Background: an optimization exercise with open tools, aiming at small area and a short achievable clock period. Do not read the settings as production practice.
Where RTL was checked, it was by simulation tests only, not by an equivalence proof against the original.

the baseline:
// fdiv_stream
module fdiv_stream (
    input wire clk,
    input wire rstn,
    input wire in_valid,
    input wire [31:0] in_x1,
    input wire [31:0] in_x2,
    output reg out_valid,
    output reg [31:0] out_y );
    reg v_q;
    reg [31:0] x1_q;
    reg [31:0] x2_q;
    always @(posedge clk) begin
        if (~rstn) v_q <= 1'b0; else v_q <= in_valid;
        x1_q <= in_x1;
        x2_q <= in_x2;
    end
    wire n_s, n_z;
    wire [24:0] n_a; wire [22:0] n_b;
    wire signed [5:0] n_g;
    wire [8:0] n_e;
    fdiv_norm norm0 (.x1(x1_q), .x2(x2_q), .s(n_s), .z(n_z), .a(n_a), .b(n_b), .g(n_g), .e(n_e));
    wire [26:0] d1_s, d1_c; wire d1_n, d1_1, d1_2;
    fdiv_r4 d1 (.s({2'b00, n_a}), .c(27'd0), .first(1'b1), .b(n_b), .s_o(d1_s), .c_o(d1_c), .qneg(d1_n), .q1(d1_1), .q2(d1_2));
    wire [26:0] d2_s, d2_c; wire d2_n, d2_1, d2_2;
    fdiv_r4 d2 (.s(d1_s), .c(d1_c), .first(1'b0), .b(n_b), .s_o(d2_s), .c_o(d2_c), .qneg(d2_n), .q1(d2_1), .q2(d2_2));
    wire [26:0] d3_s, d3_c; wire d3_n, d3_1, d3_2;
    fdiv_r4 d3 (.s(d2_s), .c(d2_c), .first(1'b0), .b(n_b), .s_o(d3_s), .c_o(d3_c), .qneg(d3_n), .q1(d3_1), .q2(d3_2));
    wire [26:0] d4_s, d4_c; wire d4_n, d4_1, d4_2;
    fdiv_r4 d4 (.s(d3_s), .c(d3_c), .first(1'b0), .b(n_b), .s_o(d4_s), .c_o(d4_c), .qneg(d4_n), .q1(d4_1), .q2(d4_2));
    wire [26:0] d5_s, d5_c; wire d5_n, d5_1, d5_2;
    fdiv_r4 d5 (.s(d4_s), .c(d4_c), .first(1'b0), .b(n_b), .s_o(d5_s), .c_o(d5_c), .qneg(d5_n), .q1(d5_1), .q2(d5_2));
    reg v_1;
    reg s_1;
    reg z_1;
    reg [22:0] b_1;
    reg signed [5:0] g_1;
    reg [8:0] e_1;
    reg [26:0] ws_1;
    reg [26:0] wc_1;
    reg [14:0] qd_1;
    always @(posedge clk) begin
        if (~rstn) v_1 <= 1'b0; else v_1 <= v_q;
        s_1 <= n_s;
        z_1 <= n_z;
  ...
Size in the first run: ~3700 cells after synthesis, roughly 320 flip-flops.
==> module fdiv_post, before the edit <==
module fdiv_post (
  input  wire [25:0] s,
  input  wire [25:0] c,
  input  wire [24:0] qp,    
  input  wire [24:0] qn,
  input  wire [22:0] b,
  input  wire signed [5:0] g,
  input  wire [ 8:0] e,
  input  wire        z,
  input  wire        sg,
  output wire [31:0] y
);
  wire [23:0] bf  = {1'b1, b};
  wire        neg = g[5];
  wire [4:0]  gi  = ~g[4:0];              
  wire [23:0] bs  = neg ? 24'd0 : {1'b0, bf[23:1]} >> g[4:0];
  wire [24:0] keep = neg ? ~((25'd2 << gi) - 25'd1) : {25{1'b1}};
  wire [23:0] oh  = keep[24:1] & ~keep[23:0];    
  wire [25:0] k_s = s ^ c ^ {2'd0, bs};
  wire [25:0] k_c = {(s[24:0] & c[24:0]) | (s[24:0] & {1'd0, bs}) | (c[24:0] & {1'd0, bs}), 1'b0};
  wire [25:0] t;
  fdiv_rca #(26) add_t (.x(k_s), .y(k_c), .ci(1'b0), .s(t));
  wire        c_lo = ~t[25];
  function automatic carry25(input [24:0] x, input [24:0] y);
    integer i;
    begin
      carry25 = 1'b1;
      for (i = 0; i < 25; i = i + 1)
        carry25 = (x[i] & y[i]) | (x[i] & carry25) | (y[i] & carry25);
    end
  endfunction
  wire        c_hi = t[25] ^ carry25(t[24:0], ~{1'd0, bf});
  wire [24:0] xb = ~qn;
  wire [24:0] xo = {1'b0, oh};
  wire [24:0] x_s = qp ^ xb ^ xo;
  wire [24:0] x_c = {(qp[23:0] & xb[23:0]) | (qp[23:0] & xo[23:0]) | (xb[23:0] & xo[23:0]), 1'b0};
  wire [24:0] x0;
  fdiv_rca #(25) add_x (.x(x_s), .y(x_c), .ci(1'b0), .s(x0));
  wire [24:0] v;
  fdiv_rca #(25) add_v (.x(x0), .y({24'd0, c_hi}), .ci(c_lo), .s(v));
  wire [24:0] vm  = v & keep;
  wire [22:0] m   = v[24] ? vm[23:1] : vm[22:0];
  wire [8:0]  ec  = (z | ~v[24]) ? e : e + 9'd1;
  wire        inf = (ec == 9'd255);
  wire        dnm = ec[8] | (ec == 9'd0);
  assign y = {sg, dnm ? 8'd0 : inf ? 8'd255 : ec[7:0], (inf | dnm | z) ? 23'd0 : m};
endmodule
Settings: LEC_CHECK=0, CAP_MARGIN=20, CORE_MARGIN=2, CORE_UTILIZATION=40, SLEW_MARGIN=20; clock period 170.0 ns.
standard.sh (not shown) runs the stock make flow with config.mk's settings and CLKGATE_MAP_FILE= SYNTH_SCRIPT=/design/flow/synth_recipe.tcl, a recipe that flattens the netlist after the stock synthesis.
==> flow/flow/run.sh <==
#!/bin/bash
# Layout: the standard flow (standard.sh) with these changes.
# 1. Synthesis: Yosys's synth runs with -noabc, which skips only its generic
#    pre-mapping ABC pass, so the adder extraction sees the full adders with
#    the polarity the RTL writes them in instead of wrapped in inverters.
#    The final ABC mapping runs ORFS's own abc_speed.script with its &nf
#    mapper allowed to relax delay for area (-R 1000 -p). The registers and
#    the rest of synthesis are standard.
# 2. Port buffers: buffer_ports still buffers every input and output, with
#    sky130_fd_sc_hd__buf_1 instead of the delay cell it picks by default.
# 3. Clock tree: clkbuf_16 buffers, larger sink clusters, no dummy loads.
set -euo pipefail
sed 's/^&nf$/\&nf -R 1000 -p/' "$FLOW_HOME/scripts/abc_speed.script" > abc_area_relaxed.script
grep -q -- '&nf -R 1000 -p' abc_area_relaxed.script
{
  echo 'proc synth {args} { yosys synth -nofsm -noshare -noabc {*}$args }'
  echo 'proc abc {args} {'
  echo '  set i [lsearch -exact $args -script]'
  echo "  if {\$i >= 0} { lset args [expr {\$i + 1}] $PWD/abc_area_relaxed.script }"
  echo '  yosys abc {*}$args'
  echo '}'
  tail -n +2 synth_recipe.tcl
} > synth_recipe_custom.tcl
head -1 synth_recipe.tcl | grep -q 'proc synth'
bash standard.sh SYNTH_SCRIPT="$PWD/synth_recipe_custom.tcl" \
  "BUFFER_PORTS_ARGS=-buffer_cell sky130_fd_sc_hd__buf_1" \
  "CTS_ARGS=-sink_clustering_enable -repair_clock_nets -buf_list sky130_fd_sc_hd__clkbuf_16 -sink_clustering_size 18 -sink_clustering_max_diameter 80 -dont_use_dummy_load" \
  finish > standard.log 2>&1
The inputs of the candidate differ from those of the baseline as listed below.
diff --git a/flow/design.v b/flow/design.v
--- a/flow/design.v
+++ b/flow/design.v
@@ -1187,8 +1187,9 @@
   wire [24:0] x_c = {(qp[23:0] & xb[23:0]) | (qp[23:0] & xo[23:0]) | (xb[23:0] & xo[23:0]), 1'b0};
   wire [24:0] x0;
   fdiv_rca #(25) add_x (.x(x_s), .y(x_c), .ci(1'b0), .s(x0));
-  wire [24:0] v;
-  fdiv_rca #(25) add_v (.x(x0), .y({24'd0, c_hi}), .ci(c_lo), .s(v));
+  wire [24:0] x1 = x0 + 25'd1;
+  wire [24:0] x2 = x0 + 25'd2;
+  wire [24:0] v  = c_hi ? x2 : c_lo ? x1 : x0;
   wire [24:0] vm  = v & keep;
   wire [22:0] m   = v[24] ? vm[23:1] : vm[22:0];
   wire [8:0]  ec  = (z | ~v[24]) ? e : e + 9'd1;
[summary]
The candidate: all stages complete, timing, DRC and antenna checks passed. | final worst slack | the candidate vs the baseline | worse |. The candidate ended up with a higher hold slack than the baseline did. When the candidate is set beside the baseline, its met2 global-route usage turns out to be 0.47 points smaller. Comparing the baseline with the candidate, the design area came out essentially unchanged. The multiplexer fraction of the synthesized cell area reported for the candidate is smaller than that of the baseline by 0.33 points. The candidate vs the baseline — number of signal-net buffers in the layout dropped 14. STATUS total via count after detailed routing: the candidate loses against the baseline.
The RTL of the candidate was laid out without a check of its function.

## re-timing with driven ports
How much do the figures lean on ideal ports? The routed layouts below were timed once more, with nothing changed but the port constraints.
Step 1, drivers: a clkbuf_16 drives clk and a buf_2 each remaining input, both assumed.
Step 2, shift: input delay + t, output delay - t, t = (earliest + latest rising clock arrival at the registers) / 2. This alone moves slack from input paths to output paths.
Three values: ideal, step 1, step 2; two values: the first two.
| run | t, ns | slack for setup (ns) | worst slew at a driven data input, ns |
|---|---|---|---|
| the baseline | 0.631 | 134.938 / 134.878 / 135.509 | 0.04 |
| the candidate | 0.627 | 134.924 / 134.861 / 135.488 | 0.04 |
After both steps every run listed still meets setup and hold.
